This design comes from an exercise in tuning for small area, a short achievable clock period and few clock cycles on the open sky130 flow, not from production work.
The RTL was checked by simulation tests, not by an equivalence proof against the original design.
Power figures rest on the tool's default switching activity, not on a simulated workload.

[flow/run.sh]
#!/bin/bash
# synth_recipe.tcl (not shown) runs the flow's synth.tcl, then flattens the netlist and writes it again
# the make line also repeats each setting of config.mk as NAME=value (left out here)
make -C /OpenROAD-flow-scripts/flow DESIGN_CONFIG=/design/flow/config.mk WORK_HOME=/design/flow/orfs CLKGATE_MAP_FILE= SYNTH_SCRIPT=/design/flow/synth_recipe.tcl finish
[flow/config.mk]
export PLATFORM = sky130hd
export DESIGN_NAME = levinson_top
export DESIGN_NICKNAME = levinson_top
export VERILOG_FILES = /design/flow/design.v
export SDC_FILE = /design/flow/constraint.sdc
export NUM_CORES = 8
export LEC_CHECK = 0
export ABC_AREA = 1
export CAP_MARGIN = 20
export CORE_MARGIN = 2
export CORE_UTILIZATION = 40
export PLACE_DENSITY = 0.6
export SLEW_MARGIN = 20
[flow/constraint.sdc]
create_clock -name core_clock -period 20.0 [get_ports {clock}]
set_input_delay 4.0000 -clock core_clock [delete_from_list [all_inputs] [get_ports {clock}]]
set_output_delay 4.0000 -clock core_clock [all_outputs]
set_load 0.01 [all_outputs]
[flow/design.v]
module bmul16(a, b, s, c);
	input [15:0] a, b;
	output [31:0] s, c;
	wire one0 = b[0] ^ 1'b0;
	wire two0 = (b[1] & ~b[0] & ~1'b0) | (~b[1] & b[0] & 1'b0);
	wire neg0 = b[1];
	wire pp0_0 = ((one0 & a[0]) | (two0 & 1'b0)) ^ neg0;
	wire pp0_1 = ((one0 & a[1]) | (two0 & a[0])) ^ neg0;
	wire pp0_2 = ((one0 & a[2]) | (two0 & a[1])) ^ neg0;
	wire pp0_3 = ((one0 & a[3]) | (two0 & a[2])) ^ neg0;
	wire pp0_4 = ((one0 & a[4]) | (two0 & a[3])) ^ neg0;
	wire pp0_5 = ((one0 & a[5]) | (two0 & a[4])) ^ neg0;
	wire pp0_6 = ((one0 & a[6]) | (two0 & a[5])) ^ neg0;
	wire pp0_7 = ((one0 & a[7]) | (two0 & a[6])) ^ neg0;
	wire pp0_8 = ((one0 & a[8]) | (two0 & a[7])) ^ neg0;
	wire pp0_9 = ((one0 & a[9]) | (two0 & a[8])) ^ neg0;
	wire pp0_10 = ((one0 & a[10]) | (two0 & a[9])) ^ neg0;
	wire pp0_11 = ((one0 & a[11]) | (two0 & a[10])) ^ neg0;
	wire pp0_12 = ((one0 & a[12]) | (two0 & a[11])) ^ neg0;
	wire pp0_13 = ((one0 & a[13]) | (two0 & a[12])) ^ neg0;
	wire pp0_14 = ((one0 & a[14]) | (two0 & a[13])) ^ neg0;
	wire pp0_15 = ((one0 & a[15]) | (two0 & a[14])) ^ neg0;
	wire pp0_16 = ((one0 & a[15]) | (two0 & a[15])) ^ neg0;
	wire ne0 = ~pp0_16;
	wire one1 = b[2] ^ b[1];
	wire two1 = (b[3] & ~b[2] & ~b[1]) | (~b[3] & b[2] & b[1]);
	wire neg1 = b[3];
	wire pp1_0 = ((one1 & a[0]) | (two1 & 1'b0)) ^ neg1;
	wire pp1_1 = ((one1 & a[1]) | (two1 & a[0])) ^ neg1;
	wire pp1_2 = ((one1 & a[2]) | (two1 & a[1])) ^ neg1;
	wire pp1_3 = ((one1 & a[3]) | (two1 & a[2])) ^ neg1;
	wire pp1_4 = ((one1 & a[4]) | (two1 & a[3])) ^ neg1;
	wire pp1_5 = ((one1 & a[5]) | (two1 & a[4])) ^ neg1;
	wire pp1_6 = ((one1 & a[6]) | (two1 & a[5])) ^ neg1;
	wire pp1_7 = ((one1 & a[7]) | (two1 & a[6])) ^ neg1;
	wire pp1_8 = ((one1 & a[8]) | (two1 & a[7])) ^ neg1;
	wire pp1_9 = ((one1 & a[9]) | (two1 & a[8])) ^ neg1;
	wire pp1_10 = ((one1 & a[10]) | (two1 & a[9])) ^ neg1;
	wire pp1_11 = ((one1 & a[11]) | (two1 & a[10])) ^ neg1;
	wire pp1_12 = ((one1 & a[12]) | (two1 & a[11])) ^ neg1;
	wire pp1_13 = ((one1 & a[13]) | (two1 & a[12])) ^ neg1;
	wire pp1_14 = ((one1 & a[14]) | (two1 & a[13])) ^ neg1;
	wire pp1_15 = ((one1 & a[15]) | (two1 & a[14])) ^ neg1;
	wire pp1_16 = ((one1 & a[15]) | (two1 & a[15])) ^ neg1;
	wire ne1 = ~pp1_16;
	wire one2 = b[4] ^ b[3];
	wire two2 = (b[5] & ~b[4] & ~b[3]) | (~b[5] & b[4] & b[3]);
	wire neg2 = b[5];
	wire pp2_0 = ((one2 & a[0]) | (two2 & 1'b0)) ^ neg2;
	wire pp2_1 = ((one2 & a[1]) | (two2 & a[0])) ^ neg2;
	wire pp2_2 = ((one2 & a[2]) | (two2 & a[1])) ^ neg2;
	wire pp2_3 = ((one2 & a[3]) | (two2 & a[2])) ^ neg2;
	wire pp2_4 = ((one2 & a[4]) | (two2 & a[3])) ^ neg2;
	wire pp2_5 = ((one2 & a[5]) | (two2 & a[4])) ^ neg2;
	wire pp2_6 = ((one2 & a[6]) | (two2 & a[5])) ^ neg2;
	wire pp2_7 = ((one2 & a[7]) | (two2 & a[6])) ^ neg2;
	wire pp2_8 = ((one2 & a[8]) | (two2 & a[7])) ^ neg2;
	wire pp2_9 = ((one2 & a[9]) | (two2 & a[8])) ^ neg2;
	wire pp2_10 = ((one2 & a[10]) | (two2 & a[9])) ^ neg2;
	wire pp2_11 = ((one2 & a[11]) | (two2 & a[10])) ^ neg2;
	wire pp2_12 = ((one2 & a[12]) | (two2 & a[11])) ^ neg2;
	wire pp2_13 = ((one2 & a[13]) | (two2 & a[12])) ^ neg2;
	wire pp2_14 = ((one2 & a[14]) | (two2 & a[13])) ^ neg2;
	wire pp2_15 = ((one2 & a[15]) | (two2 & a[14])) ^ neg2;
	wire pp2_16 = ((one2 & a[15]) | (two2 & a[15])) ^ neg2;
	wire ne2 = ~pp2_16;
	wire one3 = b[6] ^ b[5];
	wire two3 = (b[7] & ~b[6] & ~b[5]) | (~b[7] & b[6] & b[5]);
	wire neg3 = b[7];
	wire pp3_0 = ((one3 & a[0]) | (two3 & 1'b0)) ^ neg3;
	wire pp3_1 = ((one3 & a[1]) | (two3 & a[0])) ^ neg3;
	wire pp3_2 = ((one3 & a[2]) | (two3 & a[1])) ^ neg3;
	wire pp3_3 = ((one3 & a[3]) | (two3 & a[2])) ^ neg3;
	wire pp3_4 = ((one3 & a[4]) | (two3 & a[3])) ^ neg3;
	wire pp3_5 = ((one3 & a[5]) | (two3 & a[4])) ^ neg3;
	wire pp3_6 = ((one3 & a[6]) | (two3 & a[5])) ^ neg3;
	wire pp3_7 = ((one3 & a[7]) | (two3 & a[6])) ^ neg3;
	wire pp3_8 = ((one3 & a[8]) | (two3 & a[7])) ^ neg3;
	wire pp3_9 = ((one3 & a[9]) | (two3 & a[8])) ^ neg3;
	wire pp3_10 = ((one3 & a[10]) | (two3 & a[9])) ^ neg3;
	wire pp3_11 = ((one3 & a[11]) | (two3 & a[10])) ^ neg3;
	wire pp3_12 = ((one3 & a[12]) | (two3 & a[11])) ^ neg3;
	wire pp3_13 = ((one3 & a[13]) | (two3 & a[12])) ^ neg3;
	wire pp3_14 = ((one3 & a[14]) | (two3 & a[13])) ^ neg3;
	wire pp3_15 = ((one3 & a[15]) | (two3 & a[14])) ^ neg3;
	wire pp3_16 = ((one3 & a[15]) | (two3 & a[15])) ^ neg3;
	wire ne3 = ~pp3_16;
	wire one4 = b[8] ^ b[7];
	wire two4 = (b[9] & ~b[8] & ~b[7]) | (~b[9] & b[8] & b[7]);
	wire neg4 = b[9];
	wire pp4_0 = ((one4 & a[0]) | (two4 & 1'b0)) ^ neg4;
	wire pp4_1 = ((one4 & a[1]) | (two4 & a[0])) ^ neg4;
	wire pp4_2 = ((one4 & a[2]) | (two4 & a[1])) ^ neg4;
	wire pp4_3 = ((one4 & a[3]) | (two4 & a[2])) ^ neg4;
	wire pp4_4 = ((one4 & a[4]) | (two4 & a[3])) ^ neg4;
	wire pp4_5 = ((one4 & a[5]) | (two4 & a[4])) ^ neg4;
	wire pp4_6 = ((one4 & a[6]) | (two4 & a[5])) ^ neg4;
	wire pp4_7 = ((one4 & a[7]) | (two4 & a[6])) ^ neg4;
	wire pp4_8 = ((one4 & a[8]) | (two4 & a[7])) ^ neg4;
	wire pp4_9 = ((one4 & a[9]) | (two4 & a[8])) ^ neg4;
	wire pp4_10 = ((one4 & a[10]) | (two4 & a[9])) ^ neg4;
	wire pp4_11 = ((one4 & a[11]) | (two4 & a[10])) ^ neg4;
	wire pp4_12 = ((one4 & a[12]) | (two4 & a[11])) ^ neg4;
	wire pp4_13 = ((one4 & a[13]) | (two4 & a[12])) ^ neg4;
	wire pp4_14 = ((one4 & a[14]) | (two4 & a[13])) ^ neg4;
	wire pp4_15 = ((one4 & a[15]) | (two4 & a[14])) ^ neg4;
	wire pp4_16 = ((one4 & a[15]) | (two4 & a[15])) ^ neg4;
	wire ne4 = ~pp4_16;
	wire one5 = b[10] ^ b[9];
	wire two5 = (b[11] & ~b[10] & ~b[9]) | (~b[11] & b[10] & b[9]);
	wire neg5 = b[11];
	wire pp5_0 = ((one5 & a[0]) | (two5 & 1'b0)) ^ neg5;
	wire pp5_1 = ((one5 & a[1]) | (two5 & a[0])) ^ neg5;
	wire pp5_2 = ((one5 & a[2]) | (two5 & a[1])) ^ neg5;
	wire pp5_3 = ((one5 & a[3]) | (two5 & a[2])) ^ neg5;
	wire pp5_4 = ((one5 & a[4]) | (two5 & a[3])) ^ neg5;
	wire pp5_5 = ((one5 & a[5]) | (two5 & a[4])) ^ neg5;
	wire pp5_6 = ((one5 & a[6]) | (two5 & a[5])) ^ neg5;
	wire pp5_7 = ((one5 & a[7]) | (two5 & a[6])) ^ neg5;
	wire pp5_8 = ((one5 & a[8]) | (two5 & a[7])) ^ neg5;
	wire pp5_9 = ((one5 & a[9]) | (two5 & a[8])) ^ neg5;
	wire pp5_10 = ((one5 & a[10]) | (two5 & a[9])) ^ neg5;
	wire pp5_11 = ((one5 & a[11]) | (two5 & a[10])) ^ neg5;
	wire pp5_12 = ((one5 & a[12]) | (two5 & a[11])) ^ neg5;
	wire pp5_13 = ((one5 & a[13]) | (two5 & a[12])) ^ neg5;
	wire pp5_14 = ((one5 & a[14]) | (two5 & a[13])) ^ neg5;
	wire pp5_15 = ((one5 & a[15]) | (two5 & a[14])) ^ neg5;
	wire pp5_16 = ((one5 & a[15]) | (two5 & a[15])) ^ neg5;
	wire ne5 = ~pp5_16;
	wire one6 = b[12] ^ b[11];
	wire two6 = (b[13] & ~b[12] & ~b[11]) | (~b[13] & b[12] & b[11]);
	wire neg6 = b[13];
	wire pp6_0 = ((one6 & a[0]) | (two6 & 1'b0)) ^ neg6;
	wire pp6_1 = ((one6 & a[1]) | (two6 & a[0])) ^ neg6;
	wire pp6_2 = ((one6 & a[2]) | (two6 & a[1])) ^ neg6;
	wire pp6_3 = ((one6 & a[3]) | (two6 & a[2])) ^ neg6;
	wire pp6_4 = ((one6 & a[4]) | (two6 & a[3])) ^ neg6;
	wire pp6_5 = ((one6 & a[5]) | (two6 & a[4])) ^ neg6;
	wire pp6_6 = ((one6 & a[6]) | (two6 & a[5])) ^ neg6;
	wire pp6_7 = ((one6 & a[7]) | (two6 & a[6])) ^ neg6;
	wire pp6_8 = ((one6 & a[8]) | (two6 & a[7])) ^ neg6;
	wire pp6_9 = ((one6 & a[9]) | (two6 & a[8])) ^ neg6;
	wire pp6_10 = ((one6 & a[10]) | (two6 & a[9])) ^ neg6;
	wire pp6_11 = ((one6 & a[11]) | (two6 & a[10])) ^ neg6;
	wire pp6_12 = ((one6 & a[12]) | (two6 & a[11])) ^ neg6;
	wire pp6_13 = ((one6 & a[13]) | (two6 & a[12])) ^ neg6;
	wire pp6_14 = ((one6 & a[14]) | (two6 & a[13])) ^ neg6;
	wire pp6_15 = ((one6 & a[15]) | (two6 & a[14])) ^ neg6;
	wire pp6_16 = ((one6 & a[15]) | (two6 & a[15])) ^ neg6;
	wire ne6 = ~pp6_16;
	wire one7 = b[14] ^ b[13];
	wire two7 = (b[15] & ~b[14] & ~b[13]) | (~b[15] & b[14] & b[13]);
	wire neg7 = b[15];
	wire pp7_0 = ((one7 & a[0]) | (two7 & 1'b0)) ^ neg7;
	wire pp7_1 = ((one7 & a[1]) | (two7 & a[0])) ^ neg7;
	wire pp7_2 = ((one7 & a[2]) | (two7 & a[1])) ^ neg7;
	wire pp7_3 = ((one7 & a[3]) | (two7 & a[2])) ^ neg7;
	wire pp7_4 = ((one7 & a[4]) | (two7 & a[3])) ^ neg7;
	wire pp7_5 = ((one7 & a[5]) | (two7 & a[4])) ^ neg7;
	wire pp7_6 = ((one7 & a[6]) | (two7 & a[5])) ^ neg7;
	wire pp7_7 = ((one7 & a[7]) | (two7 & a[6])) ^ neg7;
	wire pp7_8 = ((one7 & a[8]) | (two7 & a[7])) ^ neg7;
	wire pp7_9 = ((one7 & a[9]) | (two7 & a[8])) ^ neg7;
	wire pp7_10 = ((one7 & a[10]) | (two7 & a[9])) ^ neg7;
	wire pp7_11 = ((one7 & a[11]) | (two7 & a[10])) ^ neg7;
	wire pp7_12 = ((one7 & a[12]) | (two7 & a[11])) ^ neg7;
	wire pp7_13 = ((one7 & a[13]) | (two7 & a[12])) ^ neg7;
	wire pp7_14 = ((one7 & a[14]) | (two7 & a[13])) ^ neg7;
	wire pp7_15 = ((one7 & a[15]) | (two7 & a[14])) ^ neg7;
	wire pp7_16 = ((one7 & a[15]) | (two7 & a[15])) ^ neg7;
	wire ne7 = ~pp7_16;
	wire s1 = pp0_10 ^ pp1_8;
	wire c2 = pp0_10 & pp1_8;
	wire s3 = pp0_11 ^ pp1_9;
	wire c4 = pp0_11 & pp1_9;
	wire s5 = pp0_12 ^ pp1_10 ^ pp2_8;
	wire c6 = (pp0_12 & pp1_10) | (pp0_12 & pp2_8) | (pp1_10 & pp2_8);
	wire s7 = pp3_6 ^ pp4_4;
	wire c8 = pp3_6 & pp4_4;
	wire s9 = pp0_13 ^ pp1_11 ^ pp2_9;
	wire c10 = (pp0_13 & pp1_11) | (pp0_13 & pp2_9) | (pp1_11 & pp2_9);
	wire s11 = pp3_7 ^ pp4_5;
	wire c12 = pp3_7 & pp4_5;
	wire s13 = pp0_14 ^ pp1_12 ^ pp2_10;
	wire c14 = (pp0_14 & pp1_12) | (pp0_14 & pp2_10) | (pp1_12 & pp2_10);
	wire s15 = pp3_8 ^ pp4_6 ^ pp5_4;
	wire c16 = (pp3_8 & pp4_6) | (pp3_8 & pp5_4) | (pp4_6 & pp5_4);
	wire s17 = pp6_2 ^ pp7_0;
	wire c18 = pp6_2 & pp7_0;
	wire s19 = pp0_15 ^ pp1_13 ^ pp2_11;
	wire c20 = (pp0_15 & pp1_13) | (pp0_15 & pp2_11) | (pp1_13 & pp2_11);
	wire s21 = pp3_9 ^ pp4_7 ^ pp5_5;
	wire c22 = (pp3_9 & pp4_7) | (pp3_9 & pp5_5) | (pp4_7 & pp5_5);
	wire s23 = pp6_3 ^ pp7_1;
	wire c24 = pp6_3 & pp7_1;
	wire s25 = ne0 ^ pp1_14 ^ pp2_12;
	wire c26 = (ne0 & pp1_14) | (ne0 & pp2_12) | (pp1_14 & pp2_12);
	wire s27 = pp3_10 ^ pp4_8 ^ pp5_6;
	wire c28 = (pp3_10 & pp4_8) | (pp3_10 & pp5_6) | (pp4_8 & pp5_6);
	wire s29 = pp6_4 ^ pp7_2 ^ 1'b1;
	wire c30 = (pp6_4 & pp7_2) | (pp6_4 & 1'b1) | (pp7_2 & 1'b1);
	wire s31 = pp1_15 ^ pp2_13 ^ pp3_11;
	wire c32 = (pp1_15 & pp2_13) | (pp1_15 & pp3_11) | (pp2_13 & pp3_11);
	wire s33 = pp4_9 ^ pp5_7 ^ pp6_5;
	wire c34 = (pp4_9 & pp5_7) | (pp4_9 & pp6_5) | (pp5_7 & pp6_5);
	wire s35 = pp7_3 ^ 1'b1;
	wire c36 = pp7_3 & 1'b1;
	wire s37 = ne1 ^ pp2_14 ^ pp3_12;
	wire c38 = (ne1 & pp2_14) | (ne1 & pp3_12) | (pp2_14 & pp3_12);
	wire s39 = pp4_10 ^ pp5_8 ^ pp6_6;
	wire c40 = (pp4_10 & pp5_8) | (pp4_10 & pp6_6) | (pp5_8 & pp6_6);
	wire s41 = pp2_15 ^ pp3_13 ^ pp4_11;
	wire c42 = (pp2_15 & pp3_13) | (pp2_15 & pp4_11) | (pp3_13 & pp4_11);
	wire s43 = pp5_9 ^ pp6_7;
	wire c44 = pp5_9 & pp6_7;
	wire s45 = ne2 ^ pp3_14 ^ pp4_12;
	wire c46 = (ne2 & pp3_14) | (ne2 & pp4_12) | (pp3_14 & pp4_12);
	wire s47 = pp3_15 ^ pp4_13;
	wire c48 = pp3_15 & pp4_13;
	wire s49 = pp0_6 ^ pp1_4;
	wire c50 = pp0_6 & pp1_4;
	wire s51 = pp0_7 ^ pp1_5;
	wire c52 = pp0_7 & pp1_5;
	wire s53 = pp0_8 ^ pp1_6 ^ pp2_4;
	wire c54 = (pp0_8 & pp1_6) | (pp0_8 & pp2_4) | (pp1_6 & pp2_4);
	wire s55 = pp3_2 ^ pp4_0;
	wire c56 = pp3_2 & pp4_0;
	wire s57 = pp0_9 ^ pp1_7 ^ pp2_5;
	wire c58 = (pp0_9 & pp1_7) | (pp0_9 & pp2_5) | (pp1_7 & pp2_5);
	wire s59 = pp3_3 ^ pp4_1;
	wire c60 = pp3_3 & pp4_1;
	wire s61 = s1 ^ pp2_6 ^ pp3_4;
	wire c62 = (s1 & pp2_6) | (s1 & pp3_4) | (pp2_6 & pp3_4);
	wire s63 = pp4_2 ^ pp5_0 ^ neg5;
	wire c64 = (pp4_2 & pp5_0) | (pp4_2 & neg5) | (pp5_0 & neg5);
	wire s65 = c2 ^ s3 ^ pp2_7;
	wire c66 = (c2 & s3) | (c2 & pp2_7) | (s3 & pp2_7);
	wire s67 = pp3_5 ^ pp4_3 ^ pp5_1;
	wire c68 = (pp3_5 & pp4_3) | (pp3_5 & pp5_1) | (pp4_3 & pp5_1);
	wire s69 = c4 ^ s5 ^ s7;
	wire c70 = (c4 & s5) | (c4 & s7) | (s5 & s7);
	wire s71 = pp5_2 ^ pp6_0 ^ neg6;
	wire c72 = (pp5_2 & pp6_0) | (pp5_2 & neg6) | (pp6_0 & neg6);
	wire s73 = c6 ^ c8 ^ s9;
	wire c74 = (c6 & c8) | (c6 & s9) | (c8 & s9);
	wire s75 = s11 ^ pp5_3 ^ pp6_1;
	wire c76 = (s11 & pp5_3) | (s11 & pp6_1) | (pp5_3 & pp6_1);
	wire s77 = c10 ^ c12 ^ s13;
	wire c78 = (c10 & c12) | (c10 & s13) | (c12 & s13);
	wire s79 = s15 ^ s17 ^ neg7;
	wire c80 = (s15 & s17) | (s15 & neg7) | (s17 & neg7);
	wire s81 = c14 ^ c16 ^ c18;
	wire c82 = (c14 & c16) | (c14 & c18) | (c16 & c18);
	wire s83 = s19 ^ s21 ^ s23;
	wire c84 = (s19 & s21) | (s19 & s23) | (s21 & s23);
	wire s85 = c20 ^ c22 ^ c24;
	wire c86 = (c20 & c22) | (c20 & c24) | (c22 & c24);
	wire s87 = s25 ^ s27 ^ s29;
	wire c88 = (s25 & s27) | (s25 & s29) | (s27 & s29);
	wire s89 = c26 ^ c28 ^ c30;
	wire c90 = (c26 & c28) | (c26 & c30) | (c28 & c30);
	wire s91 = s31 ^ s33 ^ s35;
	wire c92 = (s31 & s33) | (s31 & s35) | (s33 & s35);
	wire s93 = c32 ^ c34 ^ c36;
	wire c94 = (c32 & c34) | (c32 & c36) | (c34 & c36);
	wire s95 = s37 ^ s39 ^ pp7_4;
	wire c96 = (s37 & s39) | (s37 & pp7_4) | (s39 & pp7_4);
	wire s97 = c38 ^ c40 ^ s41;
	wire c98 = (c38 & c40) | (c38 & s41) | (c40 & s41);
	wire s99 = s43 ^ pp7_5 ^ 1'b1;
	wire c100 = (s43 & pp7_5) | (s43 & 1'b1) | (pp7_5 & 1'b1);
	wire s101 = c42 ^ c44 ^ s45;
	wire c102 = (c42 & c44) | (c42 & s45) | (c44 & s45);
	wire s103 = pp5_10 ^ pp6_8 ^ pp7_6;
	wire c104 = (pp5_10 & pp6_8) | (pp5_10 & pp7_6) | (pp6_8 & pp7_6);
	wire s105 = c46 ^ s47 ^ pp5_11;
	wire c106 = (c46 & s47) | (c46 & pp5_11) | (s47 & pp5_11);
	wire s107 = pp6_9 ^ pp7_7 ^ 1'b1;
	wire c108 = (pp6_9 & pp7_7) | (pp6_9 & 1'b1) | (pp7_7 & 1'b1);
	wire s109 = c48 ^ ne3 ^ pp4_14;
	wire c110 = (c48 & ne3) | (c48 & pp4_14) | (ne3 & pp4_14);
	wire s111 = pp5_12 ^ pp6_10 ^ pp7_8;
	wire c112 = (pp5_12 & pp6_10) | (pp5_12 & pp7_8) | (pp6_10 & pp7_8);
	wire s113 = pp4_15 ^ pp5_13 ^ pp6_11;
	wire c114 = (pp4_15 & pp5_13) | (pp4_15 & pp6_11) | (pp5_13 & pp6_11);
	wire s115 = pp7_9 ^ 1'b1;
	wire c116 = pp7_9 & 1'b1;
	wire s117 = ne4 ^ pp5_14 ^ pp6_12;
	wire c118 = (ne4 & pp5_14) | (ne4 & pp6_12) | (pp5_14 & pp6_12);
	wire s119 = pp5_15 ^ pp6_13;
	wire c120 = pp5_15 & pp6_13;
	wire s121 = pp0_4 ^ pp1_2;
	wire c122 = pp0_4 & pp1_2;
	wire s123 = pp0_5 ^ pp1_3;
	wire c124 = pp0_5 & pp1_3;
	wire s125 = s49 ^ pp2_2 ^ pp3_0;
	wire c126 = (s49 & pp2_2) | (s49 & pp3_0) | (pp2_2 & pp3_0);
	wire s127 = c50 ^ s51 ^ pp2_3;
	wire c128 = (c50 & s51) | (c50 & pp2_3) | (s51 & pp2_3);
	wire s129 = c52 ^ s53 ^ s55;
	wire c130 = (c52 & s53) | (c52 & s55) | (s53 & s55);
	wire s131 = c54 ^ c56 ^ s57;
	wire c132 = (c54 & c56) | (c54 & s57) | (c56 & s57);
	wire s133 = c58 ^ c60 ^ s61;
	wire c134 = (c58 & c60) | (c58 & s61) | (c60 & s61);
	wire s135 = c62 ^ c64 ^ s65;
	wire c136 = (c62 & c64) | (c62 & s65) | (c64 & s65);
	wire s137 = c66 ^ c68 ^ s69;
	wire c138 = (c66 & c68) | (c66 & s69) | (c68 & s69);
	wire s139 = c70 ^ c72 ^ s73;
	wire c140 = (c70 & c72) | (c70 & s73) | (c72 & s73);
	wire s141 = c74 ^ c76 ^ s77;
	wire c142 = (c74 & c76) | (c74 & s77) | (c76 & s77);
	wire s143 = c78 ^ c80 ^ s81;
	wire c144 = (c78 & c80) | (c78 & s81) | (c80 & s81);
	wire s145 = c82 ^ c84 ^ s85;
	wire c146 = (c82 & c84) | (c82 & s85) | (c84 & s85);
	wire s147 = c86 ^ c88 ^ s89;
	wire c148 = (c86 & c88) | (c86 & s89) | (c88 & s89);
	wire s149 = c90 ^ c92 ^ s93;
	wire c150 = (c90 & c92) | (c90 & s93) | (c92 & s93);
	wire s151 = c94 ^ c96 ^ s97;
	wire c152 = (c94 & c96) | (c94 & s97) | (c96 & s97);
	wire s153 = c98 ^ c100 ^ s101;
	wire c154 = (c98 & c100) | (c98 & s101) | (c100 & s101);
	wire s155 = c102 ^ c104 ^ s105;
	wire c156 = (c102 & c104) | (c102 & s105) | (c104 & s105);
	wire s157 = c106 ^ c108 ^ s109;
	wire c158 = (c106 & c108) | (c106 & s109) | (c108 & s109);
	wire s159 = c110 ^ c112 ^ s113;
	wire c160 = (c110 & c112) | (c110 & s113) | (c112 & s113);
	wire s161 = c114 ^ c116 ^ s117;
	wire c162 = (c114 & c116) | (c114 & s117) | (c116 & s117);
	wire s163 = c118 ^ s119 ^ pp7_11;
	wire c164 = (c118 & s119) | (c118 & pp7_11) | (s119 & pp7_11);
	wire s165 = c120 ^ ne5 ^ pp6_14;
	wire c166 = (c120 & ne5) | (c120 & pp6_14) | (ne5 & pp6_14);
	wire s167 = pp6_15 ^ pp7_13;
	wire c168 = pp6_15 & pp7_13;
	wire s169 = pp0_2 ^ pp1_0;
	wire c170 = pp0_2 & pp1_0;
	wire s171 = pp0_3 ^ pp1_1;
	wire c172 = pp0_3 & pp1_1;
	wire s173 = s121 ^ pp2_0 ^ neg2;
	wire c174 = (s121 & pp2_0) | (s121 & neg2) | (pp2_0 & neg2);
	wire s175 = c122 ^ s123 ^ pp2_1;
	wire c176 = (c122 & s123) | (c122 & pp2_1) | (s123 & pp2_1);
	wire s177 = c124 ^ s125 ^ neg3;
	wire c178 = (c124 & s125) | (c124 & neg3) | (s125 & neg3);
	wire s179 = c126 ^ s127 ^ pp3_1;
	wire c180 = (c126 & s127) | (c126 & pp3_1) | (s127 & pp3_1);
	wire s181 = c128 ^ s129 ^ neg4;
	wire c182 = (c128 & s129) | (c128 & neg4) | (s129 & neg4);
	wire s183 = c130 ^ s131 ^ s59;
	wire c184 = (c130 & s131) | (c130 & s59) | (s131 & s59);
	wire s185 = c132 ^ s133 ^ s63;
	wire c186 = (c132 & s133) | (c132 & s63) | (s133 & s63);
	wire s187 = c134 ^ s135 ^ s67;
	wire c188 = (c134 & s135) | (c134 & s67) | (s135 & s67);
	wire s189 = c136 ^ s137 ^ s71;
	wire c190 = (c136 & s137) | (c136 & s71) | (s137 & s71);
	wire s191 = c138 ^ s139 ^ s75;
	wire c192 = (c138 & s139) | (c138 & s75) | (s139 & s75);
	wire s193 = c140 ^ s141 ^ s79;
	wire c194 = (c140 & s141) | (c140 & s79) | (s141 & s79);
	wire s195 = c142 ^ s143 ^ s83;
	wire c196 = (c142 & s143) | (c142 & s83) | (s143 & s83);
	wire s197 = c144 ^ s145 ^ s87;
	wire c198 = (c144 & s145) | (c144 & s87) | (s145 & s87);
	wire s199 = c146 ^ s147 ^ s91;
	wire c200 = (c146 & s147) | (c146 & s91) | (s147 & s91);
	wire s201 = c148 ^ s149 ^ s95;
	wire c202 = (c148 & s149) | (c148 & s95) | (s149 & s95);
	wire s203 = c150 ^ s151 ^ s99;
	wire c204 = (c150 & s151) | (c150 & s99) | (s151 & s99);
	wire s205 = c152 ^ s153 ^ s103;
	wire c206 = (c152 & s153) | (c152 & s103) | (s153 & s103);
	wire s207 = c154 ^ s155 ^ s107;
	wire c208 = (c154 & s155) | (c154 & s107) | (s155 & s107);
	wire s209 = c156 ^ s157 ^ s111;
	wire c210 = (c156 & s157) | (c156 & s111) | (s157 & s111);
	wire s211 = c158 ^ s159 ^ s115;
	wire c212 = (c158 & s159) | (c158 & s115) | (s159 & s115);
	wire s213 = c160 ^ s161 ^ pp7_10;
	wire c214 = (c160 & s161) | (c160 & pp7_10) | (s161 & pp7_10);
	wire s215 = c162 ^ s163 ^ 1'b1;
	wire c216 = (c162 & s163) | (c162 & 1'b1) | (s163 & 1'b1);
	wire s217 = c164 ^ s165 ^ pp7_12;
	wire c218 = (c164 & s165) | (c164 & pp7_12) | (s165 & pp7_12);
	wire s219 = c166 ^ s167 ^ 1'b1;
	wire c220 = (c166 & s167) | (c166 & 1'b1) | (s167 & 1'b1);
	wire s221 = c168 ^ ne6 ^ pp7_14;
	wire c222 = (c168 & ne6) | (c168 & pp7_14) | (ne6 & pp7_14);
	wire s223 = pp7_15 ^ 1'b1;
	wire c224 = pp7_15 & 1'b1;
	assign s = {1'b1, c224, c222, c220, c218, c216, c214, c212, c210, c208, c206, c204, c202, c200, c198, c196, c194, c192, c190, c188, c186, c184, c182, c180, c178, c176, c174, c172, c170, s169, pp0_1, pp0_0};
	assign c = {1'b0, ne7, s223, s221, s219, s217, s215, s213, s211, s209, s207, s205, s203, s201, s199, s197, s195, s193, s191, s189, s187, s185, s183, s181, s179, s177, s175, s173, s171, neg1, 1'b0, neg0};
endmodule
`timescale 1ns / 1ps
module levinson_top(clock, reset, start, done,
	scratch_mem_read_addr, scratch_mem_in,
	scratch_mem_write_addr, scratch_mem_out, scratch_mem_write_en);
	input clock, reset, start;
	output done;
	output [11:0] scratch_mem_read_addr;
	input [31:0] scratch_mem_in;
	output [11:0] scratch_mem_write_addr;
	output [31:0] scratch_mem_out;
	output scratch_mem_write_en;
	localparam [31:0] MAX32 = 32'h7fff_ffff;
	localparam [31:0] MIN32 = 32'h8000_0000;
	localparam [2:0] T_NONE = 3'd0, T_KK = 3'd1, T_AL = 3'd2, T_I1 = 3'd3,
	                 T_I2 = 3'd4, T_FI = 3'd5, T_U = 3'd6, T_S = 3'd7;
	localparam [2:0] C_NONE = 3'd0, C_AL = 3'd2, C_I1 = 3'd3, C_I2 = 3'd4,
	                 C_FI = 3'd5, C_NXT = 3'd6;
	localparam [1:0] M_IDLE = 2'd0, M_RUN = 2'd1, M_RST = 2'd2;
	function [31:0] sadd;    
		input [31:0] a, b;
		reg [31:0] s;
		begin
			s = a + b;
			if (a[31] == b[31] && s[31] != a[31])
				sadd = a[31] ? MIN32 : MAX32;
			else
				sadd = s;
		end
	endfunction
	function [31:0] fmt;     
		input [31:0] x;
		fmt = {x[31:16], 1'b0, x[15:1]};
	endfunction
	function [31:0] comp;    
		input [31:0] x;
		comp = {x[31:16], x[14:0], 1'b0};
	endfunction
	function [4:0] nrm;      
		input [31:0] x;
		reg [31:0] v;
		reg [15:0] a1;  reg [15:0] c1;         
		reg [7:0] a2;   reg [15:0] c2;         
		reg [3:0] a3;   reg [11:0] c3;         
		reg [1:0] a4;   reg [7:0] c4;          
		integer i;
		begin
			v = {x[31:1] ^ x[30:0], 1'b1};
			for (i = 0; i < 16; i = i + 1) begin
				a1[i] = v[2*i+1] | v[2*i];
				c1[i] = ~v[2*i+1];
			end
			for (i = 0; i < 8; i = i + 1) begin
				a2[i] = a1[2*i+1] | a1[2*i];
				c2[2*i +: 2] = a1[2*i+1] ? {1'b0, c1[2*i+1]} : {1'b1, c1[2*i]};
			end
			for (i = 0; i < 4; i = i + 1) begin
				a3[i] = a2[2*i+1] | a2[2*i];
				c3[3*i +: 3] = a2[2*i+1] ? {1'b0, c2[4*i+2 +: 2]} : {1'b1, c2[4*i +: 2]};
			end
			for (i = 0; i < 2; i = i + 1) begin
				a4[i] = a3[2*i+1] | a3[2*i];
				c4[4*i +: 4] = a3[2*i+1] ? {1'b0, c3[6*i+3 +: 3]} : {1'b1, c3[6*i +: 3]};
			end
			nrm = a4[1] ? {1'b0, c4[7:4]} : {1'b1, c4[3:0]};
			if (x == 32'd0) nrm = 5'd0;
		end
	endfunction
	function [4:0] shl4s;    
		input [31:0] x;
		begin
			if (x[31] != x[30]) shl4s = 5'b00001;
			else if (x[31] != x[29]) shl4s = 5'b00010;
			else if (x[31] != x[28]) shl4s = 5'b00100;
			else if (x[31] != x[27]) shl4s = 5'b01000;
			else shl4s = 5'b10000;
		end
	endfunction
	function [11:0] bufa;    
		input b;
		input [3:0] idx;
		bufa = {4'h1, b ? 4'h5 : 4'h3, idx};
	endfunction
	reg [1:0] mode;
	reg p0, p1, p2;
	reg ma_lo, mb_lo, t_lm, a_ld, sh_k, ng_s;
	reg [4:0] amtk;           
	reg t0pos;                
	reg pro;                  
	reg [3:0] it;             
	reg lit;                  
	reg [2:0] jat, jbt, jct;
	reg [3:0] jak, jbk, jck, jrk;
	reg ja_l, jb_l, jc_l;     
	reg r_u, r_s, r_s0, r_sl, r_al, r_i2, r_fi;
	reg [2:0] ch;             
	reg [2:0] chw;            
	reg [3:0] nu, ns;         
	reg [3:0] ul, sl;         
	reg [3:0] du;             
	reg sfirst;
	reg uf1, uf2, uf3, sf1, sf2;
	reg young;                
	reg f1, f2, f3, f4;       
	reg t1, t2;               
	reg unst;
	reg [3:0] dcnt;           
	reg [15:0] rem;
	reg [5:0] ec;             
	wire [5:0] ecn = ec + 6'd1;
	reg e6, e7, e10, e13, e16, e39, ew1, ew2;
	reg [3:0] rcn;            
	reg [3:0] wm;
	reg [4:0] s4;
	reg sa_acc, sa_sum, sa_sh4, sb_ad, sb_acc, sb_mi;
	reg [31:0] X, Y, H, AD, acc, sum, K, alp, inv, MI;
	reg [31:0] ms, mc, T;
	reg [4:0] ex;
	reg [11:0] ra, wa;
	reg [31:0] wd;
	reg we, done_r;
	assign scratch_mem_read_addr = ra;
	assign scratch_mem_write_addr = wa;
	assign scratch_mem_out = wd;
	assign scratch_mem_write_en = we;
	assign done = done_r;
	wire [15:0] ma = ma_lo ? X[15:0] : X[31:16];
	wire [15:0] mb = mb_lo ? Y[15:0] : Y[31:16];
	wire [31:0] mps, mpc;
	bmul16 i_mul(.a(ma), .b(mb), .s(mps), .c(mpc));
	wire [31:0] P = ms + mc;
	wire p_big = (P == 32'h4000_0000);
	wire p_small = (P[31:3] == 29'd0) && (P[2:0] != 3'd0);
	wire [15:0] mq = p_small ? P[15:0] : (p_big ? 16'h7fff : P[30:15]);
	wire [31:0] t_next = t_lm ? (p_big ? MAX32 : {P[30:0], 1'b0}) : {{15{mq[15]}}, mq, 1'b0};
	wire [31:0] acc_next = a_ld ? T : sadd(acc, T);
	wire [4:0] lz = nrm(acc);
	wire [4:0] lzk = nrm(K);
	wire [31:0] sh_out = (sh_k ? K : acc) << (sh_k ? amtk : lz);
	wire [31:0] shl2_acc = (acc[31] != acc[30]) ? acc :
	                       ((acc[31] != acc[29]) ? {acc[30:0], 1'b0} : {acc[29:0], 2'b0});
	wire [31:0] ng_in = ng_s ? sum : (r_fi ? shl2_acc : acc);
	wire [31:0] ng_out = (ng_in == MIN32) ? MAX32 : (~ng_in + 32'd1);
	wire [31:0] sh4 = ({32{s4[0]}} & sum) | ({32{s4[1]}} & {sum[30:0], 1'b0}) |
	                  ({32{s4[2]}} & {sum[29:0], 2'b0}) | ({32{s4[3]}} & {sum[28:0], 3'b0}) |
	                  ({32{s4[4]}} & {sum[27:0], 4'b0});
	wire [31:0] oa = ({32{sa_acc}} & acc) | ({32{sa_sum}} & sum) | ({32{sa_sh4}} & sh4);
	wire [31:0] ob = ({32{sb_ad}} & comp(AD)) | ({32{sb_acc}} & acc) | ({32{sb_mi}} & comp(MI));
	wire [31:0] o_raw = oa + ob;
	wire o_ovf = (oa[31] == ob[31]) && (o_raw[31] != oa[31]);
	wire [31:0] o_sum = o_ovf ? (oa[31] ? MIN32 : MAX32) : o_raw;
	wire [16:0] rnd_y = (sum[31] == sum[30]) ? sum[30:14] : sum[31:15];    
	wire [15:0] rnd_hi = (rnd_y[16:1] == 16'h7fff && rnd_y[0]) ? 16'h7fff : rnd_y[16:1] + {15'd0, rnd_y[0]};
	wire [31:0] kk_post = {1'b0, ~(acc[31] ? ng_out[30:0] : acc[30:0])};    
	wire [31:0] i1_post = (acc == MIN32) ? 32'hffff_ffff :
	                      (acc[31] ? MAX32 : {1'b0, ~acc[30:0]});           
	wire u_avail = (ul != 4'd0);
	wire s_avail = (sl != 4'd0);
	wire [1:0] recent = {1'b0, uf1} + {1'b0, uf2} + {1'b0, uf3};
	wire s_ready = s_avail && (sfirst ? !young : (du >= {2'b0, recent}));
	wire fin_ok = !s_avail && !sf1 && !sf2;
	reg [2:0] dt;
	reg [3:0] dk;
	always @(*) begin
		dt = T_NONE;
		dk = 4'd0;
		if (ch == C_NXT) begin
			if (chw == 3'd0)
				dt = (it == 4'd9) ? T_U : T_KK;
		end else if (ch != C_NONE && chw == 3'd0 && (ch != C_FI || fin_ok)) begin
			dt = ch;
		end else if (u_avail && du < 4'd3) begin
			dt = T_U; dk = nu;
		end else if (s_ready) begin
			dt = T_S; dk = ns;
		end else if (u_avail) begin
			dt = T_U; dk = nu;
		end
	end
	wire signed [15:0] kh = K[31:16];
	wire k_unst = (kh > 16'sd32750) || (kh < -16'sd32750);
	wire [15:0] den = alp[31:16];
	wire [17:0] rb = {rem, 2'b00};                          
	wire [18:0] q1t = {1'b0, rb} - {3'b0, den};
	wire [18:0] q2t = {1'b0, rb} - {2'b0, den, 1'b0};
	wire [18:0] q3t = q1t - {2'b0, den, 1'b0};             
	wire [16:0] r2t = {rem, 1'b0} - {1'b0, den};            
	wire [3:0] um = it - 4'd1 - jck;    
	wire [3:0] rm = it - 4'd1 - jrk;    
	wire run = (mode == M_RUN);
	wire rst_m = (mode == M_RST);
	wire w_u = run & p2 & r_u & ~lit;                    
	wire w_f3 = run & p2 & f3;                           
	wire w_f4 = run & p0 & f4;                           
	wire w_lw = run & lit & ((p1 & ew1) | (p2 & ew2));   
	wire w_mi = (run & p0 & lit & (e10 | e13)) | (rst_m & rcn >= 4'd3);
	wire w_4k = (run & p0 & lit & e16) | (rst_m & rcn == 4'd0);
	always @(posedge clock)
		wd <= ({32{w_u}} & fmt(o_sum)) | ({32{w_f3}} & fmt({{4{K[31]}}, K[31:4]})) |
		      ({32{w_f4}} & {{16{K[31]}}, K[31:16]}) | ({32{w_lw}} & {{16{inv[15]}}, inv[15:0]}) |
		      ({32{w_mi}} & MI) | {19'd0, w_4k, 12'd0};
	wire s_os = run & ((p2 & r_s) | (p0 & t1) | (p2 & r_u & lit));
	wire s_ab = run & p1 & t2;
	wire s_10 = run & p2 & lit & e6;
	wire s_0 = run & p1 & pro;
	always @(posedge clock)
		if (s_os | s_ab | s_10 | s_0)
			sum <= ({32{s_os}} & o_sum) | ({32{s_ab}} & fmt(sum[31] ? ng_out : sum)) |
			       ({32{s_10}} & {{4{K[31]}}, K[31:5], 1'b0});
	wire k_fi = run & p2 & r_fi;
	wire k_f2 = run & p1 & f2;
	always @(posedge clock)
		if (k_fi | k_f2)
			K <= ({32{k_fi}} & (t0pos ? ng_out : shl2_acc)) | ({32{k_f2}} & sh_out);
	wire ld = run & p2;
	wire x_k = (jbt == T_KK) | (jbt == T_U);
	wire x_a = (jbt == T_AL) | (jbt == T_I1);
	wire x_i = (jbt == T_I2);
	wire x_s = (jbt == T_FI);
	wire x_h = (jbt == T_S);
	wire y_k = (jbt == T_KK);
	wire y_kk = (jbt == T_AL);
	wire y_i = (jbt == T_I1) | (jbt == T_I2) | ((jbt == T_FI) & ~r_i2);
	wire y_a = (jbt == T_FI) & r_i2;
	wire y_m = (jbt == T_U) | (jbt == T_S);
	always @(posedge clock)
		if (ld & (jbt != T_NONE)) begin
			X <= ({32{x_k}} & fmt(K)) | ({32{x_a}} & alp) | ({32{x_i}} & fmt(i1_post)) |
			     ({32{x_s}} & sum) | ({32{x_h}} & H);
			Y <= ({32{y_k}} & fmt(K)) | ({32{y_kk}} & fmt(kk_post)) | ({32{y_i}} & inv) |
			     ({32{y_a}} & fmt(acc)) | ({32{y_m}} & MI);
		end
	always @(posedge clock) begin
		ms <= mps;
		mc <= mpc;
		T <= t_next;
		acc <= acc_next;
		MI <= scratch_mem_in;
		AD <= MI;                 
		we <= 1'b0;
		done_r <= 1'b0;
		wa <= bufa(it[0], rm);
		ra <= bufa(~it[0], um);
		if (dcnt == 4'd8) rem <= r2t[16] ? {rem[14:0], 1'b0} : r2t[15:0];
		else if (!q3t[18]) rem <= q3t[15:0];
		else if (!q2t[18]) rem <= q2t[15:0];
		else if (!q1t[18]) rem <= q1t[15:0];
		else rem <= rb[15:0];
		if (dcnt != 4'd0) begin
			dcnt <= dcnt - 4'd1;
			if (dcnt == 4'd8) begin
				inv <= {15'd0, ~r2t[16], 16'd0};
			end else begin
				inv[31:16] <= {inv[29:16], !q3t[18] || !q2t[18], !q3t[18] || (q2t[18] && !q1t[18])};
			end
		end
		case (mode)
		M_IDLE: begin
			ra <= start ? 12'd273 : 12'd272;    
			mode <= start ? M_RUN : M_IDLE;
			pro <= start;
			p0 <= 1'b0; p1 <= 1'b1; p2 <= 1'b0;
			ma_lo <= 1'b0; mb_lo <= 1'b1; t_lm <= 1'b1; a_ld <= 1'b0;
			sh_k <= 1'b1; ng_s <= 1'b1;
			it <= 4'd0;
			lit <= 1'b0;
			ch <= C_I1;
			chw <= 3'd1;
			nu <= 4'd0; ns <= 4'd0; ul <= 4'd0; sl <= 4'd0; du <= 4'd0;
			sfirst <= 1'b1;
			uf1 <= 1'b0; uf2 <= 1'b0; uf3 <= 1'b0; sf1 <= 1'b0; sf2 <= 1'b0;
			young <= 1'b0;
			jat <= T_NONE; jbt <= T_NONE; jct <= T_NONE;
			r_u <= 1'b0; r_s <= 1'b0; r_s0 <= 1'b0; r_sl <= 1'b0;
			r_al <= 1'b0; r_i2 <= 1'b0; r_fi <= 1'b0;
			f1 <= 1'b0; f2 <= 1'b0; f3 <= 1'b0; f4 <= 1'b0;
			t1 <= 1'b0; t2 <= 1'b0;
			ec <= 6'd0;
			e6 <= 1'b0; e7 <= 1'b0; e10 <= 1'b0; e13 <= 1'b0; e16 <= 1'b0; e39 <= 1'b0;
			ew1 <= 1'b0; ew2 <= 1'b0;
			sa_acc <= 1'b0; sa_sum <= 1'b0; sa_sh4 <= 1'b0;
			sb_ad <= 1'b0; sb_acc <= 1'b0; sb_mi <= 1'b0;
		end
		M_RST: begin
			rcn <= rcn + 4'd1;
			if (rcn < 4'd10) ra <= 12'd321 + {8'd0, rcn};
			else ra <= 12'd358 + {8'd0, rcn};      
			if (rcn == 4'd0) begin
				we <= 1'b1; wa <= 12'd784;
			end else if (rcn >= 4'd3 && rcn <= 4'd12) begin
				we <= 1'b1; wa <= 12'd782 + {8'd0, rcn};
			end else if (rcn >= 4'd13) begin
				we <= 1'b1; wa <= 12'd339 + {8'd0, rcn};
			end
			if (rcn == 4'd14) done_r <= 1'b1;
			if (rcn == 4'd15) begin
				mode <= M_IDLE;
				ra <= 12'd272;
			end
		end
		default: begin    
			p0 <= p2; p1 <= p0; p2 <= p1;
			ma_lo <= ~(p0 | p2); a_ld <= p1 & ~p0;
			mb_lo <= ~(p1 | p2); t_lm <= p0 & ~p2; sh_k <= p0 & ~p1;
			ng_s <= p0 | (p1 & p2);
			if (lit) ec <= ecn;
			e6 <= lit && ecn == 6'd6;
			e7 <= lit && ecn == 6'd7;
			e10 <= lit && ecn == 6'd10;
			e13 <= lit && ecn == 6'd13;
			e16 <= lit && ecn == 6'd16;
			e39 <= lit && ecn == 6'd39;
			ew1 <= lit && (ecn == 6'd8 || (ecn >= 6'd14 && ecn <= 6'd38));
			ew2 <= lit && (ecn == 6'd9 || (ecn >= 6'd15 && ecn <= 6'd39));
			sa_acc <= p1 & r_u;
			sa_sum <= p1 & r_s & ~r_s0;
			sb_ad <= p1 & r_u;
			sb_acc <= p1 & r_s;
			sa_sh4 <= p2 & ~lit;
			sb_mi <= p2 & ~lit;
			if (p0) begin
				if (jat == T_S) ra <= 12'd273 + {8'd0, jak};
				if (r_sl) ra <= 12'd273 + {8'd0, it};
				if (jbt == T_S) H <= MI;
				if (f1) begin
					amtk <= (ex < lzk) ? ex : lzk;
					f1 <= 1'b0;
					f2 <= 1'b1;
				end
				if (t1) begin
					t1 <= 1'b0;
					t2 <= 1'b1;
				end
				if (f4) begin
					we <= 1'b1;
					wa <= 12'd351 + {8'd0, it};
					f4 <= 1'b0;
					if (unst) begin
						mode <= M_RST;
						rcn <= 4'd0;
						dcnt <= 4'd0;
					end
				end
				if (lit) begin
					inv[15:0] <= rnd_hi;     
					if (e7) ra <= 12'd352;
					if (e10) ra <= 12'd353;
					if (e10 || e13) begin
						we <= 1'b1;
						wa <= e10 ? 12'd368 : 12'd369;
					end
					if (e16) begin
						we <= 1'b1;
						wa <= 12'd784;
					end
				end
			end
			if (p1) begin
				if (jct == T_U) ra <= bufa(~it[0], um);
				if (t2) begin
					t0pos <= !sum[31] && (sum != 32'd0);
					t2 <= 1'b0;
				end
				if (f2) begin
					f2 <= 1'b0;
					f3 <= 1'b1;
				end
				if (lit && ew1) begin
					we <= 1'b1;
					wa <= {4'h3, 4'h1, wm};       
				end
				if (pro) begin
					s4 <= 5'b00001;
					t1 <= 1'b1;
				end
			end
			if (p2) begin
				if (jat == T_U) ra <= bufa(~it[0], jak + 4'd1);
				else if (jat == T_S) ra <= bufa(it[0], it - jak);
				if (r_u) begin
					if (lit) begin
						wm <= 4'd9 - jrk;
					end else begin
						we <= 1'b1;
						wa <= bufa(it[0], rm);
					end
				end
				if (r_s) begin
					s4 <= o_ovf ? 5'b00001 : shl4s(o_raw);
					if (r_sl) t1 <= 1'b1;
				end
				if (r_al) begin
					alp <= fmt(sh_out);
					ex <= ({1'b0, ex} + {1'b0, lz} > 6'd31) ? 5'd31 : ex + lz;
					dcnt <= 4'd8;
					rem <= 16'h3fff;
				end
				if (r_i2) inv <= fmt(acc);
				if (r_fi) begin
					f1 <= 1'b1;
				end
				if (f3) begin
					we <= 1'b1;
					wa <= bufa(it[0], it);
					unst <= (it >= 4'd2) && k_unst;
					f3 <= 1'b0;
					f4 <= 1'b1;
				end
				if (pro) begin
					pro <= 1'b0;
					alp <= MI;           
					ex <= 5'd0;
					dcnt <= 4'd8;
					rem <= 16'h3fff;
				end
				if (lit) begin
					if (e6) begin
						wm <= 4'd10;
					end
					if (ew2) begin
						we <= 1'b1;
						wa <= {4'h1, 4'h4, wm};       
					end
					if (e39) done_r <= 1'b1;
				end
				jrk <= jck;
				r_u <= (jct == T_U);
				r_s <= (jct == T_S);
				r_s0 <= (jct == T_S) && (jck == 4'd0);
				r_sl <= (jct == T_S) && jc_l;
				r_al <= (jct == T_AL);
				r_i2 <= (jct == T_I2);
				r_fi <= (jct == T_FI);
				jct <= jbt; jck <= jbk; jc_l <= jb_l;
				jbt <= jat; jbk <= jak; jb_l <= ja_l;
				jat <= dt; jak <= dk; ja_l <= (dt == T_S) && (sl == 4'd1);
				uf3 <= uf2; uf2 <= uf1; uf1 <= (dt == T_U);
				sf2 <= sf1; sf1 <= (dt == T_S);
				young <= 1'b0;
				if (ch == C_NXT) begin
					if (chw == 3'd0) begin
						it <= it + 4'd1;
						ns <= 4'd0;
						sfirst <= 1'b1;
						young <= 1'b1;
						if (it == 4'd9) begin
							lit <= 1'b1;
							nu <= 4'd1;
							ul <= 4'd8;
							sl <= 4'd0;
							du <= 4'd1;
							ch <= C_NONE;
							ec <= 6'd1;
						end else begin
							nu <= 4'd0;
							ul <= it;
							sl <= it + 4'd1;
							du <= 4'd0;
							ch <= C_AL;
							chw <= 3'd1;
						end
					end else
						chw <= chw - 3'd1;
				end else if (dt == ch && ch != C_NONE) begin
					case (ch)
					C_AL: begin ch <= C_I1; chw <= 3'd4; end
					C_I1: begin ch <= C_I2; chw <= 3'd1; end
					C_I2: begin ch <= C_FI; chw <= 3'd1; end
					default: begin ch <= C_NXT; chw <= 3'd2; end
					endcase
				end else begin
					if (chw != 3'd0) chw <= chw - 3'd1;
					if (dt == T_U) begin
						nu <= nu + 4'd1;
						ul <= ul - 4'd1;
						du <= du + 4'd1;
					end
					if (dt == T_S) begin
						ns <= ns + 4'd1;
						sl <= sl - 4'd1;
						du <= du - 4'd1;
						sfirst <= 1'b0;
					end
				end
				if (lit && e39) begin
					mode <= M_IDLE;
					ra <= 12'd272;
				end
			end
		end
		endcase
		if (reset) begin
			mode <= M_IDLE;
			ra <= 12'd272;
			we <= 1'b0;
			done_r <= 1'b0;
		end
	end
endmodule
==> results.txt, run 1 <==
max cap viols 0; worst path required time 20.57 ns; floorplan core area 122000 um^2; synthesis-to-finish area growth 10.6%; FF+latch count, synth 615; post-synthesis instance total just under 7000; CTS Hold Bufs 0; outcome complete, no violations; die width 354 um; RSZ-0062 raised after global routing false; period utilisation layout 0.330; asr flop ratio synth 0; Peak VDD IR 0.0995 mV; final setup fails 0; DP Area 51700 um^2; post-cts sizing count 0; vias in the first global route 47800; sequential share of the synthesized area 0.317; DRC viols 0; Num CTS Buffers 76; vias 52000; initial antenna violation count 25; Synth area leader edfxtp_1; CP Max Fanout 33; die area roughly 130000 um^2; LEAKAGE around 24 nW; Vias/cell about 6.1; Max clock buf depth 3; Hold Crit Class register to register; Critical Path End Type register; I/O Pins a little over 90; Syn Area/Cell between 7 and 8 um^2; port bufs 83; WL final 240 mm; final core utilization 0.446; Setup CP Type register to register; # rows approximately 130; share of cells above drive strength 1 0.0561; f_max roughly 150 MHz; Slew Viols, Final 0; top-area cell type share of the netlist area 0.199; Routed Antenna Nets 0; Pre-Repair DR Iteration Count 12; Final Hold Vio Count 0; post-CTS setup buffer count 0; CTS tree done; GP Congestion about 1.1; Slew HR 0.158; top cells by area, synth edfxtp_1 (20%), nand2_1 (12%), dfxtp_1 (12%); ys flop type edfxtp_1; synthesized area between 40000 and 50000 um^2; gr usage total 0.370; Synth cell types 66; Yosys warnings 1; initial core utilization 0.403; Final Critical Period 6.61 ns; Cell Pwr Density 159 nW/um^2; die height 354 um; CTS sink cnt 615; arrival time at the worst endpoint 7.18 ns; Hold Slack 0.402 ns; Final #Nets between 7000 and 8000; non-filler cells, final about 8500; Reg clk slew, reported paths 0.06 ns; Final TNS setup 0 ns; remaining global-route overflow 0; DR WL/cell 28.2 um; initial drt markers 7137; Final Cell Area between 50000 and 60000 um^2; Clock Tree Root clkbuf_16; dpl hpwl 183 mm; clk_skew 0.0322 ns; # H-tree levels 3; Post-synth EDFFs 325; placed insts 8323; pin slew with the least headroom to its limit 1.26 ns; largest net degree at the start of global routing 73; Startpoint Class register; first-pass GRT wire length approximately 340 mm; later-pin clock latency in the skew report 0.71 ns
## layout make-up
type	count	area, um^2
antenna	17	42.5
clock buffer	99	2100
timing repair buffer	207	1770
inverter	757	2840
multi-input combinational	5120	29500
fill	12600	67400
sequential	615	15600
clock inverter	41	445
tap	1625	2030
## sequential cells by signal (all words and copies together) (netlist names), 16 cells and up
register  flops
alp          32
sum          32
AD           31
mc           30
Y            32
acc          32
T            32
wd           32
rem          16
ms           31
MI           32
X            32
K            32
inv          32
H            32
## critical path: stages, from the launching register on
cell and delay [ns]:
edfxtp_1 0.36, buf_4 0.28, inv_1 0.77, o221ai_1 0.33, ha_1 0.35, nand3_1 0.07
nand2_1 0.12, a21oi_1 0.12, o21ai_0 0.47, nand3_1 0.13, nand3_1 0.19, nand2_1 0.08
o211ai_1 0.13, a21oi_1 0.15, fa_1 0.73, nor2_1 0.08, nand2_1 0.60, nand2_1 0.41
inv_1 0.42, nand3_1 0.19, nand2_1 0.10, o221ai_1 0.11, a21oi_1 0.15, o21ai_0 0.10
## stage by stage
step	setup slack [ns]	total power [W]
after floorplan	15.45	0.00531
after global placement	13.52	0.00698
after detailed placement	13.55	0.00703
after CTS	13.55	0.00849
after global routing	12.93	0.00920
final	13.39	0.00865
## layout by cell type, fill, tap and decap left out, types with 13 or more instances in the layout
cell type	instances
a211oi_1	17
a21boi_0	13
a21o_1	17
a21oi_1	386
a221oi_1	53
a22oi_1	31
a31oi_1	39
buf_4	123
clkbuf_1	14
clkbuf_16	79
clkdlybuf4s50_1	83
clkinv_1	27
dfxtp_1	290
diode_2	17
edfxtp_1	325
fa_1	94
ha_1	269
inv_1	692
inv_2	43
nand2_1	1585
nand3_1	488
nand3b_1	14
nand4_1	64
nor2_1	522
nor2_2	15
nor3_1	64
nor4_1	18
o2111ai_1	19
o211ai_1	130
o21a_1	16
o21ai_0	496
o21ai_1	37
o21bai_1	19
o221ai_1	59
o22ai_1	213
o31ai_1	20
or2_2	34
xnor2_1	58
xor2_1	230
## power breakdown
part / total (W) / internal, W / switching (W)
combinational: 0.00534 / 0.00166 / 0.00368
sequential: 0.00186 / 0.00164 / 0.000222
clock: 0.00145 / 0.000818 / 0.000628
total: 0.00865 / 0.00412 / 0.00453
## cell families after synthesis
| group | Yosys count | share of synthesized area |
|---|---|---|
| compound gates | 1605 | 0.196 |
| xor+xnor | 288 | 0.0514 |
| fa+ha+maj | 363 | 0.107 |
| buf+inv | 1054 | 0.0839 |
| flops | 615 | 0.317 |
| mux | 7 | 0.00143 |
| other cells | 2 | 0.000153 |
| simple gates | 2848 | 0.243 |
## metal layers
layer / track usage / wire length, um / vias to the layer above
li1: - / - / 23200
met1: 0.487 / 94800 / 24600
met4: 0.227 / 17700 / 14
met5: 0 / 91 / -
met3: 0.118 / 30500 / 721
met2: 0.524 / 96500 / 3396
## worst paths after layout
path,startpoint,to,slack [ns],depth (start not counted)
worst min register to register,MI[3],AD[3],0.40,0
worst max register to register,sb_ad,wd[10],13.39,23
worst max-delay path,sb_ad,wd[10],13.39,23
worst min-delay path,MI[3],AD[3],0.40,0
## synthesized netlist by cell type (210+ instances only)
master and n:
nand2_1 1588, inv_1 696, nor2_1 527, o21ai_0 499, nand3_1 488, a21oi_1 388, edfxtp_1 325, dfxtp_1 290
ha_1 269, xor2_1 230, o22ai_1 213, clkbuf_1 210
Testbench counts, summed over its fixed seeds: cycles 1,370,400.
==> run 2, diff against run 1 <==
==> flow/flow/run.sh (new file) <==
#!/bin/bash
set -euo pipefail
bash standard.sh SETUP_SLACK_MARGIN=15 finish > standard.log 2>&1
==> flow/standard.sh (new file) <==
#!/bin/bash
# synth_recipe.tcl (not shown) runs the flow's synth.tcl, then flattens the netlist and writes it again
# the make line also repeats each setting of config.mk as NAME=value (left out here)
make -C /OpenROAD-flow-scripts/flow DESIGN_CONFIG=/design/flow/config.mk WORK_HOME=/design/flow/orfs CLKGATE_MAP_FILE= SYNTH_SCRIPT=/design/flow/synth_recipe.tcl "${@:-finish}"
removed: flow/run.sh
==> results.txt, run 2 <==
Post-synth EDFFs 325; arrival time at the worst endpoint roughly 1.2 ns; die area 126000 um^2; RSZ-0062 raised after global routing true; crit-path cells buf_6; DR WL/cell 28.3 um; Synth cell types 66; commonest non-fill, non-tap cell in the layout nand2_1; WP buf/inv 1; initial antenna violation count 28; DRC viols 0; # fillers between 10000 and 15000; Hold Slack 0.402 ns; post-synthesis instance total 6782; clock power share 0.166; Startpoint Class register; Vias/cell 6.12; top cells by area, synth edfxtp_1 (20%), nand2_1 (12%), dfxtp_1 (12%); Final Critical Period 5.21 ns; CP peak stage delay 0.40 ns; asr flop ratio synth 0; Clock Tree Root clkbuf_16; Synth Area in Simple Gates 0.243; gr usage total 0.371; Routed Antenna Nets 0; CTS tree done; period utilisation layout 0.261; Final TNS setup 0 ns; Peak VDD IR 0.0989 mV; WL final 241 mm; routed wl met2 about 100 mm; Slew HR 0.182; CP Max Fanout 1; Comb power frac 0.621; Final #Nets roughly 7200; Post-Route M1 WL 95.8 mm; Setup crit start wd[27]; vias 52100; port bufs 83; synthesis-to-finish area growth 12.2%; Setup WS post-layout approximately 15 ns; Worst path top cell family by delay flip-flops; most frequent cell after synthesis nand2_1; f_max 192 MHz; FF+latch count, synth 615; NetSw 0.00455 W; final setup fails 0; synthesized area roughly 50000 um^2; cell depth of the worst setup path 1; Synth area leader edfxtp_1; placed insts 8323; Yosys warnings 1; outcome complete, no violations; later-pin clock latency in the skew report 0.70 ns; initial drt markers 7108; worst path required time 16.00 ns; Reg clk slew, reported paths 0.06 ns; Synth Area in Adders 0.107; xor/xnor share of the synthesized area 0.0514; CTS sink cnt 615; CP max-delay cell dfxtp_4; final core utilization 0.452; CTS Hold Bufs 0; dpl hpwl 183 mm; Final Hold Vio Count 0; ys flop type edfxtp_1; initial core utilization 0.403; largest net degree at the start of global routing 73; Commonest cells post-synth nand2_1 (1588), inv_1 (696), nor2_1 (527), o21ai_0 (499), nand3_1 (488); commonest non-fill, non-tap cells in the layout nand2_1 (1579), inv_1 (678), nor2_1 (517); top-area cell type share of the netlist area 0.199; die height 354 um; LEAKAGE 24.2 nW; clk_skew 0.0323 ns; I/O Pins 93; max cap viols 0; end of the critical path scratch_mem_out[27]; mux cell area share after synthesis 0.00143; reg2reg start acc[31]; largest family of logic cells by synthesized area simple AND/OR/NAND/NOR gates; Max clock buf depth 3; Num CTS Buffers between 70 and 80; vias in the first global route ~48000; Setup CP Type register to primary output; Hold Crit Class register to register; DR top layer met5; sequential group share of total power 0.213; first-pass GRT wire length 340 mm; Syn Area/Cell 7.24 um^2; Reg-to-Reg End K[28]; Power Internal 0.00414 W; remaining global-route overflow 0; Cell Pwr Density approximately 160 nW/um^2; GP Congestion 1.13; flop-to-flop setup slack 14.85 ns; Pre-Repair DR Iteration Count 8; # rows roughly 130; pin slew with the least headroom to its limit 1.22 ns; share of cells above drive strength 1 0.0811; Switching Share 0.524; WL met3 29.7 mm; sequential share of the synthesized area 0.317; # H-tree levels 3; Critical Path End Type primary output; die width ~350 um; Place WS 13.55 ns; floorplan core area approximately 120000 um^2; non-filler cells, final 8523; worst-case reg-to-reg path depth 17; Slew Viols, Final 0; Compound-Gate Fraction of Synth Area 0.196
==> run 2: cell count changes in the layout (fill, tap and decap cells not counted), sizes merged, moves of 2 or more <==
cell / previous run / this run
clkbuf: 99 / 101
clkinvlp: 4 / 23
diode: 17 / 19
buf: 124 / 206
inv: 742 / 727
clkdlybuf4s50: 83 / 34
==> run 2: power groups by stage <==
stage	Combinational [W]	Clock [W]	Sequential [W]
floorplan	0.00351	0	0.00180
global placement	0.00512	0	0.00187
detailed placement	0.00516	0	0.00187
CTS	0.00521	0.00146	0.00184
global route	0.00588	0.00150	0.00187
finish	0.00539	0.00144	0.00186
==> run 2: worst min path at each step <==
stage,startpoint,cells after the start,to
floorplan,MI[0],0,AD[0]
global placement,MI[8],0,AD[8]
detailed placement,jbk[3],0,jck[3]
CTS,MI[1],0,AD[1]
global route,MI[8],0,AD[8]
finish,MI[3],0,AD[3]
==> run 2: timing repair <==
action                     CTS  global route
setup endpoints to repair  219           189
resized for setup          330            74
cloned                       3             2
pin swaps                    0             9
setup buffers                8            27
==> run 2: routing by layer <==
metal  global-route usage  vias to the layer above
met1                0.484                    24600
met2                0.530                     3424
met4                0.223                       18
li1                     -                    23300
met5                    0                        -
met3                0.122                      742
==> run 2: area by class of cell <==
cell class / count / area (um^2) / area share
clock buffer: 99 / 2100 / 0.0382
timing repair inverter: 3 / 22.5 / 0.000409
timing repair buffer: 242 / 2100 / 0.0382
antenna: 19 / 47.5 / 0.000863
clock inverter: 41 / 445 / 0.00809
sequential: 615 / 15700 / 0.285
tap: 1625 / 2030 / 0.0369
multi-input combinational: 5122 / 29700 / 0.540
inverter: 757 / 2930 / 0.0532
==> run 2: worst reg2reg max path: stages, from the launching register on <==
cell,delay (ns)
edfxtp_1,0.32
buf_4,0.23
clkinvlp_4,0.32
ha_1,0.39
clkbuf_8,0.37
o21ai_1,0.26
o21ai_0,0.40
o21ai_0,0.31
inv_1,0.14
nand2_1,0.08
nor2_1,0.23
inv_1,0.24
nor2_1,0.43
nand3_1,0.17
nand2_1,0.09
nand3_1,0.19
o211ai_1,0.58
nand2_1,0.13
==> run 2: through the flow <==
step / power (W) / area [um^2]
floorplan: 0.00531 / 49100
global placement: 0.00698 / 51700
detailed placement: 0.00703 / 51700
CTS: 0.00850 / 54600
global route: 0.00925 / 55000
finish: 0.00869 / 55100
==> run 2: cells by family (layout without fill, tap and decap cells) <==
| logic type | Yosys count | after routing |
|---|---|---|
| AOI/OAI and AO/OA | 1605 | 1605 |
| xor gates and xnor gates | 288 | 288 |
| adders and majority gates | 363 | 363 |
| buffers and inverters | 1054 | 1142 |
| DFF | 615 | 615 |
| muxes | 7 | 7 |
| other | 2 | 28 |
| and+or+nand+nor | 2848 | 2850 |

re-timing with driven ports:
No port has a modelled driver above. Below, the same layouts with a new extraction and two added sets of constraints.
Step 1 assumes that a clkbuf_16 drives the clock port and a buf_2 every other input.
Step 2 times the ports against the registers' clock, not the clock port: input delays grow and output delays shrink by t, the midpoint of the rising clock arrivals with the driver on.
Slacks: ideal / step 1 / step 2; pairs: ideal / step 1.
run | shift t [ns] | setup WS [ns] | worst hold slack (ns) | worst register clock-pin slew, ns | pins driven straight from the clock port
run 1 | 0.776 | 13.395 / 13.395 / 13.395 | 0.402 / 0.402 / 0.402 | 0.07 / 0.07 | 1
run 2 | 0.761 | 14.790 / 14.712 / 14.742 | 0.402 / 0.402 / 0.402 | 0.07 / 0.07 | 1
After both steps setup and hold are still met in every run listed. The setup slack of run 2, which loses most, moves by -0.078 ns with the drivers and by -0.048 ns with both steps.
